What follows belongs to an exercise in optimizing a design on an open flow for small area, a short achievable clock period and few clock cycles; a production flow would make more cautious choices.
In this exercise RTL edits were held to simulation tests only and were not proved equivalent to the original.
No activity file was given, so power comes from the tool's default toggle rates.

==> v11: inputs <==
## top
module top(
input         clk_i,
input         reset_i,
input  [31:0] irdata_i,
output        ird_o,
output [31:0] iaddr_o,
output [31:0] daddr_o,
output [31:0] dwdata_o,
input  [31:0] drdata_i,
output  [1:0] dsize_o,
output  [3:0] dbe_w,
output        drd_o,
output        dwr_o
);
==> flow/config.mk <==
export PLATFORM = sky130hd
export DESIGN_NAME = top
export DESIGN_NICKNAME = top
export VERILOG_FILES = /design/flow/design.v
export SDC_FILE = /design/flow/constraint.sdc
export NUM_CORES = 4
export LEC_CHECK = 0
export CAP_MARGIN = 20
export CORE_MARGIN = 2
export CORE_UTILIZATION = 40
export CTS_BUF_LIST = sky130_fd_sc_hd__clkbuf_8
export SLEW_MARGIN = 20
==> flow/constraint.sdc <==
create_clock -name core_clock -period 16.5 [get_ports {clk_i}]
set_input_delay 3.3000 -clock core_clock [delete_from_list [all_inputs] [get_ports {clk_i}]]
set_output_delay 3.3000 -clock core_clock [all_outputs]
set_load 0.01 [all_outputs]
standard.sh (not shown) runs the stock make flow with config.mk's settings and CLKGATE_MAP_FILE= SYNTH_SCRIPT=/design/flow/synth_recipe.tcl, a recipe that flattens the netlist after the stock synthesis.
==> flow/flow/run.sh <==
#!/bin/bash
set -euo pipefail
bash standard.sh SETUP_SLACK_MARGIN=11 "BUFFER_PORTS_ARGS=-buffer_cell sky130_fd_sc_hd__buf_4" finish > flow_make.log 2>&1
==> v12 (differences from v11) <==
--- a/flow/design.v
+++ b/flow/design.v
@@ -269,29 +269,25 @@
                       op_store            ? imm_s :
                       op_branch           ? imm_b :
                       op_jal              ? imm_j : imm_i;
 wire dec_writes = op_lui | op_auipc | op_jal | op_jalr | op_load | op_imm | op_reg;
 wire  [4:0] dec_rd = dec_writes ? ins[11:7] : 5'd0;
 wire dec_br_next  = op_branch & (imm_b == 32'd4);
-wire        f_pred   = op_jal | (op_branch & ins[31]);
-wire [29:0] f_target;
-wire        f_target_c;
-ks_add #(.W(30), .L(5)) f_add (.a(pc_r), .b(ins[3] ? imm_j[31:2] : imm_b[31:2]), .cin(1'b0), .s(f_target), .cout(f_target_c));
+wire dec_jal_next = op_jal & (imm_j == 32'd4);
 reg         e_v;
 reg  [31:0] e_a, e_b;           
 reg         e_fwd1, e_fwd2;     
 reg   [4:0] e_rd;
 reg  [31:0] e_imm;
 reg  [29:0] e_pc;
 reg   [2:0] e_f3;
 reg         e_useimm;           
 reg         e_sub;              
 reg         e_md;               
 reg         e_lui;
-reg         e_jalr, e_branch, e_load, e_store;
-reg         e_pred;             
+reg         e_jal, e_jalr, e_branch, e_load, e_store;
 reg         e_r_sum, e_r_shl, e_r_shr, e_r_lt, e_r_ltu, e_r_xor, e_r_or, e_r_and, e_r_pc4, e_r_pcimm;
 reg         e_sra;
 reg   [4:0] m_rd;
 reg  [31:0] m_res;
 reg  [31:0] m_wdata;
 reg   [3:0] m_be;
@@ -340,14 +336,14 @@
 	.a(opa), .b(rs2v),
 	.busy(md_busy), .done(md_done), .rd(md_rd), .res(md_res)
 );
 wire exec = e_v & !e_md & !md_busy;
 wire advance = !e_v | (!md_busy & !e_md) | md_done;
 wire br_cond = e_f3[2] ? (e_f3[1] ? br_ltu : br_lt) : br_eq;
-wire taken   = exec & (e_jalr | (e_branch & (br_cond ^ e_f3[0] ^ e_pred)));
-wire [29:0] target = e_jalr ? sum[31:2] : (e_pred ? pc_4[31:2] : pc_imm[31:2]);
+wire taken   = exec & (e_jal | e_jalr | (e_branch & (br_cond ^ e_f3[0])));
+wire [29:0] target = e_jalr ? sum[31:2] : pc_imm[31:2];
 wire [31:0] ex_res = ({32{e_r_sum}}   & sum)
                    | ({32{e_r_shl}}   & shl)
                    | ({32{e_r_shr}}   & shr)
                    | ({32{e_r_lt}}    & { 31'h0, lt })
                    | ({32{e_r_ltu}}   & { 31'h0, ltu })
                    | ({32{e_r_xor}}   & (opa ^ opb))
@@ -358,12 +354,13 @@
 wire [1:0] ex_size = e_f3[1:0];
 wire [31:0] st_data = (ex_size == 2'd0) ? {4{rs2v[7:0]}} :
                       (ex_size == 2'd1) ? {2{rs2v[15:0]}} : rs2v;
 wire [3:0] st_be = (ex_size == 2'd0) ? (4'b0001 << sum[1:0]) :
                    (ex_size == 2'd1) ? (sum[1] ? 4'b1100 : 4'b0011) : 4'b1111;
 wire [4:0] rd_to_m = md_done ? md_rd : (exec ? e_rd : 5'd0);
+wire [4:0] rd_fwd  = md_busy ? md_rd : (exec ? e_rd : 5'd0);
 always @(posedge clk_i or posedge reset_i) begin
 	if (reset_i) begin
 		pc_r    <= 30'h0;
 		ird_r   <= 1'b0;
 		e_v     <= 1'b0;
 		m_rd    <= 5'd0;
@@ -371,33 +368,33 @@
 		m_store <= 1'b0;
 	end else begin
 		ird_r <= 1'b1;
 		if (taken)
 			pc_r <= target;
 		else if (advance)
-			pc_r <= f_pred ? f_target : pc_r + 30'd1;
+			pc_r <= pc_r + 30'd1;
 		e_v     <= !taken;
 		m_rd    <= rd_to_m;
 		m_load  <= exec & e_load;
 		m_store <= exec & e_store;
 	end
 end
 always @(posedge clk_i) begin
 	e_a      <= f_a;
 	e_b      <= f_b;
-	e_fwd1   <= (rd_to_m != 5'd0) && (rs1 == rd_to_m);
-	e_fwd2   <= (rd_to_m != 5'd0) && (rs2 == rd_to_m);
+	e_fwd1   <= (rd_fwd != 5'd0) && (rs1 == rd_fwd);
+	e_fwd2   <= (rd_fwd != 5'd0) && (rs2 == rd_fwd);
 	e_rd     <= dec_rd;
 	e_imm    <= dec_imm;
 	e_pc     <= pc_r;
 	e_f3     <= f3;
 	e_useimm <= op_imm | op_load | op_store | op_jalr;
 	e_sub    <= (op_reg & !ins[25] & f3 == 3'b000 & ins[30]) | (op_alu & f3[2:1] == 2'b01);
 	e_md     <= op_reg & ins[25];
 	e_lui    <= op_lui;
-	e_pred   <= f_pred;
+	e_jal    <= op_jal & !dec_jal_next;
 	e_jalr   <= op_jalr;
 	e_branch <= op_branch & !dec_br_next;
 	e_load   <= op_load;
 	e_store  <= op_store;
 	e_sra    <= ins[30];
 	e_r_sum  <= op_load | op_store | (op_alu & f3 == 3'b000);
==> flow/flow/run.sh (replaced) <==
#!/bin/bash
set -euo pipefail
bash standard.sh SETUP_SLACK_MARGIN=11.5 "BUFFER_PORTS_ARGS=-buffer_cell sky130_fd_sc_hd__buf_4" finish > flow_make.log 2>&1
==> v2 (differences from v11) <==
--- a/flow/design.v
+++ b/flow/design.v
@@ -269,29 +269,25 @@
                       op_store            ? imm_s :
                       op_branch           ? imm_b :
                       op_jal              ? imm_j : imm_i;
 wire dec_writes = op_lui | op_auipc | op_jal | op_jalr | op_load | op_imm | op_reg;
 wire  [4:0] dec_rd = dec_writes ? ins[11:7] : 5'd0;
 wire dec_br_next  = op_branch & (imm_b == 32'd4);
-wire        f_pred   = op_jal | (op_branch & ins[31]);
-wire [29:0] f_target;
-wire        f_target_c;
-ks_add #(.W(30), .L(5)) f_add (.a(pc_r), .b(ins[3] ? imm_j[31:2] : imm_b[31:2]), .cin(1'b0), .s(f_target), .cout(f_target_c));
+wire dec_jal_next = op_jal & (imm_j == 32'd4);
 reg         e_v;
 reg  [31:0] e_a, e_b;           
 reg         e_fwd1, e_fwd2;     
 reg   [4:0] e_rd;
 reg  [31:0] e_imm;
 reg  [29:0] e_pc;
 reg   [2:0] e_f3;
 reg         e_useimm;           
 reg         e_sub;              
 reg         e_md;               
 reg         e_lui;
-reg         e_jalr, e_branch, e_load, e_store;
-reg         e_pred;             
+reg         e_jal, e_jalr, e_branch, e_load, e_store;
 reg         e_r_sum, e_r_shl, e_r_shr, e_r_lt, e_r_ltu, e_r_xor, e_r_or, e_r_and, e_r_pc4, e_r_pcimm;
 reg         e_sra;
 reg   [4:0] m_rd;
 reg  [31:0] m_res;
 reg  [31:0] m_wdata;
 reg   [3:0] m_be;
@@ -340,14 +336,14 @@
 	.a(opa), .b(rs2v),
 	.busy(md_busy), .done(md_done), .rd(md_rd), .res(md_res)
 );
 wire exec = e_v & !e_md & !md_busy;
 wire advance = !e_v | (!md_busy & !e_md) | md_done;
 wire br_cond = e_f3[2] ? (e_f3[1] ? br_ltu : br_lt) : br_eq;
-wire taken   = exec & (e_jalr | (e_branch & (br_cond ^ e_f3[0] ^ e_pred)));
-wire [29:0] target = e_jalr ? sum[31:2] : (e_pred ? pc_4[31:2] : pc_imm[31:2]);
+wire taken   = exec & (e_jal | e_jalr | (e_branch & (br_cond ^ e_f3[0])));
+wire [29:0] target = e_jalr ? sum[31:2] : pc_imm[31:2];
 wire [31:0] ex_res = ({32{e_r_sum}}   & sum)
                    | ({32{e_r_shl}}   & shl)
                    | ({32{e_r_shr}}   & shr)
                    | ({32{e_r_lt}}    & { 31'h0, lt })
                    | ({32{e_r_ltu}}   & { 31'h0, ltu })
                    | ({32{e_r_xor}}   & (opa ^ opb))
@@ -358,12 +354,13 @@
 wire [1:0] ex_size = e_f3[1:0];
 wire [31:0] st_data = (ex_size == 2'd0) ? {4{rs2v[7:0]}} :
                       (ex_size == 2'd1) ? {2{rs2v[15:0]}} : rs2v;
 wire [3:0] st_be = (ex_size == 2'd0) ? (4'b0001 << sum[1:0]) :
                    (ex_size == 2'd1) ? (sum[1] ? 4'b1100 : 4'b0011) : 4'b1111;
 wire [4:0] rd_to_m = md_done ? md_rd : (exec ? e_rd : 5'd0);
+wire [4:0] rd_fwd  = md_busy ? md_rd : (exec ? e_rd : 5'd0);
 always @(posedge clk_i or posedge reset_i) begin
 	if (reset_i) begin
 		pc_r    <= 30'h0;
 		ird_r   <= 1'b0;
 		e_v     <= 1'b0;
 		m_rd    <= 5'd0;
@@ -371,33 +368,33 @@
 		m_store <= 1'b0;
 	end else begin
 		ird_r <= 1'b1;
 		if (taken)
 			pc_r <= target;
 		else if (advance)
-			pc_r <= f_pred ? f_target : pc_r + 30'd1;
+			pc_r <= pc_r + 30'd1;
 		e_v     <= !taken;
 		m_rd    <= rd_to_m;
 		m_load  <= exec & e_load;
 		m_store <= exec & e_store;
 	end
 end
 always @(posedge clk_i) begin
 	e_a      <= f_a;
 	e_b      <= f_b;
-	e_fwd1   <= (rd_to_m != 5'd0) && (rs1 == rd_to_m);
-	e_fwd2   <= (rd_to_m != 5'd0) && (rs2 == rd_to_m);
+	e_fwd1   <= (rd_fwd != 5'd0) && (rs1 == rd_fwd);
+	e_fwd2   <= (rd_fwd != 5'd0) && (rs2 == rd_fwd);
 	e_rd     <= dec_rd;
 	e_imm    <= dec_imm;
 	e_pc     <= pc_r;
 	e_f3     <= f3;
 	e_useimm <= op_imm | op_load | op_store | op_jalr;
 	e_sub    <= (op_reg & !ins[25] & f3 == 3'b000 & ins[30]) | (op_alu & f3[2:1] == 2'b01);
 	e_md     <= op_reg & ins[25];
 	e_lui    <= op_lui;
-	e_pred   <= f_pred;
+	e_jal    <= op_jal & !dec_jal_next;
 	e_jalr   <= op_jalr;
 	e_branch <= op_branch & !dec_br_next;
 	e_load   <= op_load;
 	e_store  <= op_store;
 	e_sra    <= ins[30];
 	e_r_sum  <= op_load | op_store | (op_alu & f3 == 3'b000);
==> results.txt <==
* Status: no timing/DRC/antenna violations
* Synth Area in XOR/XNOR at 2.80%
* Storage cell area at 0.0406 mm²
* Post-DP HPWL at 276 mm
* Vias in the first global route at 76900
* DP Area at 0.0931 mm²
* ClkCell Share at 4.79%
* Overall Global Routing Usage at 37.6%
* WL met1 at 151 mm
* Slew @ Worst Pin at 1.18 ns
* Clock Latency Late Sink at 1.06 ns
* P per Cell Area at 214 mW/mm²
* Core Area at 0.219 mm²
* Total Power at 22.2 mW
* Worst Setup SP: muldiv_i.h_r[0]
* Cell family with most CP delay: compound AO/OA/AOI/OAI gates
* DR WL met3 at 65.9 mm
* WHS Path Cells at 0
* Initial antenna violation count at 32
* Post-Route WL at 440 mm
# the run above: v12

==> results.txt <==
* ClkCell Share at 4.64%
* Clock Latency Late Sink at 1.05 ns
* WHS Path Cells at 0
* Overall Global Routing Usage at 37.9%
* P per Cell Area at 210 mW/mm²
* Post-DP HPWL at 282 mm
* Core Area at 0.219 mm²
* Cell family with most CP delay: compound AO/OA/AOI/OAI gates
* Post-Route WL at 441 mm
* DR WL met3 at 62.8 mm
* Status: no timing/DRC/antenna violations
* Slew @ Worst Pin at 1.29 ns
* Storage cell area at 0.0405 mm²
* DP Area at 0.0930 mm²
* Vias in the first global route at 76000
* Total Power at 21.2 mW
* WL met1 at 153 mm
# the run above: v2

==> results.txt <==
* Status: no timing/DRC/antenna violations
* Post-DP HPWL at 284 mm
* Vias in the first global route at 78300
* WL met1 at 158 mm
* Slew @ Worst Pin at 1.30 ns
* P per Cell Area at 196 mW/mm²
* Overall Global Routing Usage at 37.6%
* Worst Setup SP: irdata_i[18]
* Storage cell area at 0.0405 mm²
* DR WL met3 at 63.3 mm
* Total Power at 20.2 mW
* Post-Route WL at 449 mm
* Internal power at 10.7 mW
* Clock Latency Late Sink at 1.03 ns
* Synth Area in XOR/XNOR at 3.30%
* Initial antenna violation count at 38
* ClkCell Share at 4.60%
* DP Area at 0.0954 mm²
* Core Area at 0.224 mm²
* WHS Path Cells at 1
# the run above: v11

Testbench counts of v11, summed over its fixed seeds: cycles 14,475.
Testbench counts of v12, summed over its fixed seeds: cycles 14,740.
Testbench counts of v2, summed over its fixed seeds: cycles 14,740.

## separate check: timing with driven ports
Ports are ideal in the flow. The routed layouts listed here were re-timed in OpenROAD. Step 1 (the two cells are an assumption about what drives the block):
set clk [get_ports {clk_i}]
set_driving_cell -lib_cell sky130_fd_sc_hd__clkbuf_16 $clk
set_driving_cell -lib_cell sky130_fd_sc_hd__buf_2 [delete_from_list [all_inputs] $clk]
Step 2 adds t to the input delays and takes it off the output delays; t is the mean of the earliest and latest rising clock arrival at the registers after step 1. Input paths then give back, and output paths get back, about the clock's delay inside the block. a / b / c = no drivers / after step 1 / after step 2; a / b = the first two.
| run | t, ns | setup slack, ns | hold WS [ns] | worst setup path at the end | latest minus earliest clock arrival (ns) |
|---|---|---|---|---|---|
| v11 | 1.065 | 10.615 / 10.673 / 9.609 | 0.452 / 0.452 / 0.452 | input to register | 0.107 / 0.107 |
| v12 | 1.106 | 10.989 / 10.989 / 10.257 | 0.435 / 0.435 / 0.435 | input to register | 0.097 / 0.098 |
| v2 | 1.087 | 10.755 / 10.755 / 9.749 | 0.436 / 0.436 / 0.436 | input to register | 0.099 / 0.099 |
After both steps setup and hold are still met in every run listed.
